Context: an optimization exercise on an open-source flow, tuned for small area. The choices shown serve that exercise and are no tape-out recipe. Only simulation tests tie the RTL to the original design; equivalence was not proved. The flow treats the clock pin as an ideal source, which a real chip does not have. Power and IR drop assume default switching activity.

==> 05-16 <==
// vending_machine_controller
module vending_machine_controller(
    input clk,
    input reset_n,
    input c5, c10, c25, item_taken,
    output [6:0]sseg,
    output [0:7]AN,
    output DP,
    output r5, r10, r20,
    output rgb_red, rgb_green, rgb_blue
    );
==> module rgb_driver, before the edit <==
module rgb_driver(
    input clk,
    input reset_n,
    input [1:0] t4,
    input dispense,
    output reg red_LED, green_LED,
    output blue_LED
    );
    reg [5:0] r;
    wire end49 = (r[4:2] == 3'b101) & r[0];
    wire tick = (t4 == 2'd3) & end49;
    always @(posedge clk) begin
        r <= (~reset_n | end49) ? 6'd1 : {~r[4:0], r[5] ^ r[4]};
        if (~reset_n) begin
            red_LED <= 1'b0;
            green_LED <= 1'b0;
        end else if (tick) begin
            red_LED <= ~dispense;
            green_LED <= dispense;
        end
    end
    assign blue_LED = 1'b0;
endmodule
==> module vending_machine_controller, before the edit <==
module vending_machine_controller(
    input clk,
    input reset_n,
    input c5, c10, c25, item_taken,
    output [6:0]sseg,
    output [0:7]AN,
    output DP,
    output r5, r10, r20,
    output rgb_red, rgb_green, rgb_blue
    );
    wire c5_pedge, c10_pedge, c25_pedge, item_level;
    wire dispense;
    wire mh;
    wire [2:0] mv;
    reg [10:0] t;
    button B0(.clk(clk), .reset_n(reset_n), .noisy(c5),  .debounced(), .p_edge(c5_pedge));
    button B1(.clk(clk), .reset_n(reset_n), .noisy(c10), .debounced(), .p_edge(c10_pedge));
    button B2(.clk(clk), .reset_n(reset_n), .noisy(c25), .debounced(), .p_edge(c25_pedge));
    button B3(.clk(clk), .reset_n(reset_n), .noisy(item_taken), .debounced(item_level), .p_edge());
    vending_machine_fsm VMF0(
        .clk(clk),
        .reset_n(reset_n),
        .x({c5_pedge, c10_pedge, c25_pedge, item_level}),
        .r5(r5), .r10(r10), .r20(r20),
        .dispense(dispense)
    );
    money_counter MC0(
        .clk(clk),
        .reset_n(reset_n),
        .clr(item_level & dispense),
        .c5(c5_pedge), .c10(c10_pedge), .c25(c25_pedge),
        .h_out(mh),
        .v_out(mv)
    );
    always @(posedge clk)
        t <= reset_n ? t + 11'd1 : 11'd0;
    sseg_driver SSD0(
        .k(t[10:8]),
        .h(mh),
        .v(mv),
        .AN(AN),
        .sseg(sseg),
        .DP(DP)
    );
    rgb_driver RGB0(
        .clk(clk),
        .reset_n(reset_n),
        .t4(t[1:0]),
        .dispense(dispense),
        .red_LED(rgb_red),
        .green_LED(rgb_green),
        .blue_LED(rgb_blue)
    );
endmodule
==> module sseg_driver, before the edit <==
module sseg_driver(
    input [2:0] k,
    input h,
    input [2:0] v,
    output [0:7] AN,
    output [6:0] sseg,
    output DP
    );
    wire odd = v[0] ^ v[1];                   
    wire k0 = k == 3'd0, k1 = k == 3'd1, k4 = k == 3'd4, k5 = k == 3'd5;
    wire d1 = (k1 & ~h | k5 & h) & v[1];                         
    wire d2 = k1 & (~h & v[2] & ~v[1] | h & ~v[2] & ~v[0])       
            | k5 & h & v[2] & ~v[1];                             
    wire d3 = k1 & h & v[0] & ~v[2];                             
    wire d4 = k1 & h & v[2];                                     
    wire d5 = k0 & (h ^ odd) | k4 & h & odd;                     
    assign sseg = {~(d2 | d3 | d4 | d5), d1 | d2 | d3, d1 | d3 | d4 | d5, d1 | d4, d2, d5, d1 | d4};
    assign AN = ~(8'b1000_0000 >> k) | 8'b0001_0001;
    assign DP = 1'b1;
endmodule
==> module vending_machine_fsm, before the edit <==
module vending_machine_fsm(
    input clk,
    input reset_n,
    input [3:0] x,    
    output r5, r10, r20, dispense
    );
    reg d;
    reg [2:0] v;
    wire p5 = x[3], p10 = x[2], p25 = x[1], it = x[0];
    wire q   = ~d & ~it;                      
    wire a5  = q & p5 & ~p10 & ~p25;
    wire a10 = q & p10 & ~p5 & ~p25;
    wire a25 = q & p25 & ~p5 & ~p10;
    wire z   = d & it & ~p5 & ~p10 & ~p25;    
    wire hold = ~a5 & ~a10;
    wire [2:0] v1 = {v[1], v[0], ~(v[2] | v[1])};           
    wire [2:0] v2 = {v[0], ~(v[2] | v[1]), ~(v[1] | v[0])};  
    always @(posedge clk) begin
        v <= {3{reset_n & ~z}} & ({3{a5}} & v1 | {3{a10}} & v2 | {3{hold}} & v);
        d <= reset_n & (d & ~z | a5 & v[2] & ~v[1] | a10 & v[2] & ~v[0] | a25);
    end
    assign dispense = d;
    assign r5  = d & (v[0] ^ v[1]);
    assign r10 = d & v[1];
    assign r20 = d & v[2] & ~v[1];
endmodule
export LEC_CHECK = 0
export CAP_MARGIN = 20
export CORE_MARGIN = 2
export CORE_UTILIZATION = 40
export SLEW_MARGIN = 20
create_clock -name core_clock -period 10.0 [get_ports {clk}]
standard.sh (not shown) runs the stock make flow with config.mk's settings and CLKGATE_MAP_FILE= SYNTH_SCRIPT=/design/flow/synth_recipe.tcl, a recipe that flattens the netlist after the stock synthesis.
==> flow/flow/run.sh <==
#!/bin/bash
# The standard ORFS flow (standard.sh) with these changes:
#  - synthesis: the standard flow's synthesis script, but with abc running
#    flow/abc_deep.script (flow/abc_override.tcl),
#  - port buffers of the smallest buffer cell (buf_1),
#  - buffers left by synthesis removed at floorplan,
#  - every cell given its smallest drive strength after floorplan
#    (flow/downsize.tcl); the later repair steps size up where needed,
#  - clock tree without dummy loads.
# Each tool's output is in orfs/logs; make's output is in standard.log.
set -euo pipefail
here=$(cd "$(dirname "$0")" && pwd)
cat "$here/abc_override.tcl" synth_recipe.tcl > my_synth.tcl
sed "s#SYNTH_SCRIPT=[^ ]*#SYNTH_SCRIPT=$PWD/my_synth.tcl#" standard.sh > my_standard.sh
grep -q "SYNTH_SCRIPT=$PWD/my_synth.tcl" my_standard.sh
export FLOW_ABC_SCRIPT="$here/abc_deep.script"
export BUFFER_PORTS_ARGS="-buffer_cell sky130_fd_sc_hd__buf_1"
export REMOVE_ABC_BUFFERS=1
export POST_FLOORPLAN_TCL="$here/downsize.tcl"
export CTS_ARGS="-sink_clustering_enable -repair_clock_nets -dont_use_dummy_load -buf_list {sky130_fd_sc_hd__clkbuf_4 sky130_fd_sc_hd__clkbuf_8}"
bash my_standard.sh > standard.log 2>&1
==> flow/flow/abc_deep.script <==
strash
&get -n
&deepsyn -T 20
&dch -f
&nf -a -R 1000
&put
topo
==> flow/flow/abc_override.tcl <==
# Sourced before synth_recipe.tcl: every abc call of ORFS's synthesis runs
# flow/abc_deep.script (area-oriented: &deepsyn, then area mapping) in place
# of ORFS's speed script. Everything else in the synthesis is unchanged, so
# the registers and their names are those of the standard synthesis.
proc abc {args} {
  set i [lsearch -exact $args -script]
  if { $i >= 0 } {
    lset args [expr { $i + 1 }] $::env(FLOW_ABC_SCRIPT)
  }
  yosys abc {*}$args
}
Other scripts of this flow, unchanged in this note and not shown: flow/flow/downsize.tcl
==> 05-18 (differences from 05-16) <==
--- a/flow/design.v
+++ b/flow/design.v
@@ -23,3 +23,3 @@
     input reset_n,
-    input [1:0] t4,
+    input c4,
     input dispense,
@@ -30,3 +30,3 @@
     wire end49 = (r[4:2] == 3'b101) & r[0];
-    wire tick = (t4 == 2'd3) & end49;
+    wire tick = c4 & end49;
     always @(posedge clk) begin
@@ -170,4 +170,8 @@
     );
-    always @(posedge clk)
-        t <= reset_n ? t + 11'd1 : 11'd0;
+    wire c4 = t[1] & ~t[0];                  
+    always @(posedge clk) begin
+        t[0] <= reset_n & ~t[1];
+        t[1] <= reset_n & t[0];
+        t[10:2] <= reset_n ? t[10:2] + c4 : 9'd0;
+    end
     sseg_driver SSD0(
@@ -183,3 +187,3 @@
         .reset_n(reset_n),
-        .t4(t[1:0]),
+        .c4(c4),
         .dispense(dispense),
--- a/flow/flow/run.sh
+++ b/flow/flow/run.sh
@@ -5,6 +5,8 @@
 #  - port buffers of the smallest buffer cell (buf_1),
-#  - buffers left by synthesis removed at floorplan,
+#  - buffers left by synthesis removed at floorplan, and the tie cells kept
+#    as synthesis made them (one per constant value),
 #  - every cell given its smallest drive strength after floorplan
 #    (flow/downsize.tcl); the later repair steps size up where needed,
-#  - clock tree without dummy loads.
+#  - clock tree without dummy loads; after CTS, clock buffers are made
+#    smaller where the clock slew allows (flow/clkdown.tcl).
 # Each tool's output is in orfs/logs; make's output is in standard.log.
@@ -18,3 +20,5 @@
 export REMOVE_ABC_BUFFERS=1
+export SKIP_REPAIR_TIE_FANOUT=1
 export POST_FLOORPLAN_TCL="$here/downsize.tcl"
+export POST_CTS_TCL="$here/clkdown.tcl"
 export CTS_ARGS="-sink_clustering_enable -repair_clock_nets -dont_use_dummy_load -buf_list {sky130_fd_sc_hd__clkbuf_4 sky130_fd_sc_hd__clkbuf_8}"
==> flow/flow/abc_deep.script (replaced) <==
strash
&get -n
&deepsyn -T 60
&dch -f
&nf -a -R 1000
&put
topo
--- a/flow/flow/abc_override.tcl
+++ b/flow/flow/abc_override.tcl
@@ -5,2 +5,3 @@
 proc abc {args} {
+  puts "abc_override.tcl: abc runs $::env(FLOW_ABC_SCRIPT)"
   set i [lsearch -exact $args -script]
==> flow/flow/clkdown.tcl (new file) <==
proc cd_worst_clk_slew { } {
  estimate_parasitics -placement
  set worst 0
  foreach p [get_pins -hierarchical */CLK] {
    set s [get_property $p slew_max]
    if { $s > $worst } { set worst $s }
  }
  return $worst
}
set cd_limit 0.110
set cd_count 0
foreach inst [[ord::get_db_block] getInsts] {
  set master [[$inst getMaster] getName]
  if { ![string match "sky130_fd_sc_hd__clkbuf_*" $master] } { continue }
  set name [$inst getName]
  foreach small {sky130_fd_sc_hd__clkbuf_2 sky130_fd_sc_hd__clkbuf_4} {
    if { $small eq $master } { break }
    replace_cell $name $small
    if { [cd_worst_clk_slew] > $cd_limit } {
      replace_cell $name $master
    } else {
      incr cd_count
      break
    }
  }
}
puts "clkdown.tcl: $cd_count clock buffers made smaller, worst clock pin slew [cd_worst_clk_slew]"
==> 09-28 (differences from 05-16) <==
--- a/flow/design.v
+++ b/flow/design.v
@@ -5,14 +5,25 @@
     output [0:7] AN,
-    output [6:0] sseg,
+    output reg [6:0] sseg,
     output DP
     );
-    wire odd = v[0] ^ v[1];                   
-    wire k0 = k == 3'd0, k1 = k == 3'd1, k4 = k == 3'd4, k5 = k == 3'd5;
-    wire d1 = (k1 & ~h | k5 & h) & v[1];                         
-    wire d2 = k1 & (~h & v[2] & ~v[1] | h & ~v[2] & ~v[0])       
-            | k5 & h & v[2] & ~v[1];                             
-    wire d3 = k1 & h & v[0] & ~v[2];                             
-    wire d4 = k1 & h & v[2];                                     
-    wire d5 = k0 & (h ^ odd) | k4 & h & odd;                     
-    assign sseg = {~(d2 | d3 | d4 | d5), d1 | d2 | d3, d1 | d3 | d4 | d5, d1 | d4, d2, d5, d1 | d4};
+    reg [2:0] dig;
+    wire odd = v[0] ^ v[1];                                   
+    wire [2:0] half = {v[2] & ~v[1], v[1], 1'b0} >> 1;       
+    always @(*) begin
+        case (k)
+            3'd0: dig = (h ^ odd) ? 3'd5 : 3'd0;
+            3'd1: dig = half + (h ? 3'd2 + odd : 3'd0);
+            3'd4: dig = (h & odd) ? 3'd5 : 3'd0;
+            3'd5: dig = h ? half : 3'd0;
+            default: dig = 3'd0;
+        endcase
+        case (dig)  
+            3'd1: sseg = 7'b1111001;
+            3'd2: sseg = 7'b0100100;
+            3'd3: sseg = 7'b0110000;
+            3'd4: sseg = 7'b0011001;
+            3'd5: sseg = 7'b0010010;
+            default: sseg = 7'b1000000;
+        endcase
+    end
     assign AN = ~(8'b1000_0000 >> k) | 8'b0001_0001;
@@ -119,13 +130,27 @@
     wire p5 = x[3], p10 = x[2], p25 = x[1], it = x[0];
-    wire q   = ~d & ~it;                      
-    wire a5  = q & p5 & ~p10 & ~p25;
-    wire a10 = q & p10 & ~p5 & ~p25;
-    wire a25 = q & p25 & ~p5 & ~p10;
-    wire z   = d & it & ~p5 & ~p10 & ~p25;    
-    wire hold = ~a5 & ~a10;
-    wire [2:0] v1 = {v[1], v[0], ~(v[2] | v[1])};           
+    wire none = ~p5 & ~p10 & ~p25;
+    wire one = ~none & ~(p5 & p10) & ~(p5 & p25) & ~(p10 & p25);
+    wire [2:0] v1 = {v[1], v[0], ~(v[2] | v[1])};          
     wire [2:0] v2 = {v[0], ~(v[2] | v[1]), ~(v[1] | v[0])};  
-    always @(posedge clk) begin
-        v <= {3{reset_n & ~z}} & ({3{a5}} & v1 | {3{a10}} & v2 | {3{hold}} & v);
-        d <= reset_n & (d & ~z | a5 & v[2] & ~v[1] | a10 & v[2] & ~v[0] | a25);
+    wire o1 = v[2] & ~v[1];    
+    wire o2 = v[2] & ~v[0];    
+    always @(posedge clk) begin
+        if (~reset_n) begin
+            d <= 1'b0;
+            v <= 3'b000;
+        end else if (~d) begin
+            if (one & ~it) begin
+                if (p5) begin
+                    d <= o1;
+                    v <= v1;
+                end else if (p10) begin
+                    d <= o2;
+                    v <= v2;
+                end else
+                    d <= 1'b1;
+            end
+        end else if (none & it) begin
+            d <= 1'b0;
+            v <= 3'b000;
+        end
     end
==> flow/flow/run.sh (replaced) <==
#!/bin/bash
# The standard ORFS flow (standard.sh) with these ORFS variables set:
#  - port buffers of the smallest buffer cell (buf_1),
#  - buffers left by synthesis removed at floorplan,
#  - every cell given its smallest drive strength after floorplan
#    (flow/downsize.tcl); the later repair steps size up where needed,
#  - clock tree without dummy loads, built from the buffers in CTS_BUFS.
# Each tool's output is in orfs/logs; make's output is in standard.log.
set -euo pipefail
here=$(cd "$(dirname "$0")" && pwd)
export BUFFER_PORTS_ARGS="-buffer_cell sky130_fd_sc_hd__buf_1"
export REMOVE_ABC_BUFFERS=1
export POST_FLOORPLAN_TCL="$here/downsize.tcl"
export CTS_ARGS="-sink_clustering_enable -repair_clock_nets -dont_use_dummy_load -buf_list {sky130_fd_sc_hd__clkbuf_4 sky130_fd_sc_hd__clkbuf_8}"
bash standard.sh > standard.log 2>&1
removed: flow/flow/abc_deep.script
removed: flow/flow/abc_override.tcl
==> results.txt <==
* Worst r2r dst: VMF0.d
* Final Power at 606.3 uW
* Status: finished clean
* R2R depth at 8
* RD Place Congestion at 0.7633
* CTS buffer count at 9
* Die Area at 8576 um2
* Critical path's top delay family: simple AND/OR/NAND/NOR gates
* Clk network pwr share at 31.0%
* Distinct cells, synth at 33
* CP Cell Sequence: clkinv_1, nor2_1, xor2_1, nor2_1, nor3_1, a211o_1, nor2b_1, nor3_1, buf_1
-- figures above: 05-16

==> results.txt <==
* Status: finished clean
* Clk network pwr share at 29.0%
* CP Cell Sequence: clkinv_1, o21ai_0, clkinv_1, nand2_1, nor2_1, a211o_1, nor2b_1, nor3_1, buf_1
* Die Area at 8448 um2
* Worst r2r dst: t[10]
* Critical path's top delay family: compound AO/OA/AOI/OAI gates
* Final Power at 576.9 uW
* R2R depth at 7
* Distinct cells, synth at 31
-- figures above: 05-18

==> results.txt <==
* Status: finished clean
* RD Place Congestion at 0.8412
* Final Power at 611.9 uW
* FF+latch count, synth at 94
* CP Cell Sequence: nand2_1, and2_1, ha_1, and3_1, fa_1, mux2_2, nand2_1, and3_1, a32o_1, buf_1
* Clock group total power at 190 uW
* Critical path's top delay family: simple AND/OR/NAND/NOR gates
* Commonest non-fill, non-tap cell in the layout: dfxtp_1
* Clk network pwr share at 31.1%
* CTS buffer count at 9
* Crit path to: sseg[0]
* Distinct cells, synth at 47
* Drt pass-1 iters at 4
* Worst r2r dst: MC0.v[0]
* R2R depth at 4
* CP max FO at 10
-- figures above: 09-28

[port drivers added, routing unchanged]
How much do the figures lean on ideal ports? The routed layouts below were timed once more, with nothing changed but the port constraints.
Step 1 assumes that a clkbuf_16 drives the clock port and a buf_2 every other input.
Step 2 moves the port delays by t, midway between the first and last clock arrival at a register: inputs arrive t later, outputs are due t later. That takes back most of the time a late clock gives input paths.
a / b / c = no drivers / after step 1 / after step 2; a / b = the first two.
| run | t (ns) | setup slack, ns | hold slack, ns |
|---|---|---|---|
| 05-16 | 0.366 | 5.809 / 5.781 / 6.147 | 0.365 / 0.365 / 0.365 |
| 05-18 | 0.518 | 5.723 / 5.695 / 5.872 | 0.360 / 0.360 / 0.360 |
| 09-28 | 0.362 | 4.967 / 4.936 / 5.299 | 0.366 / 0.366 / 0.366 |
After both steps setup and hold are still met in every run listed.
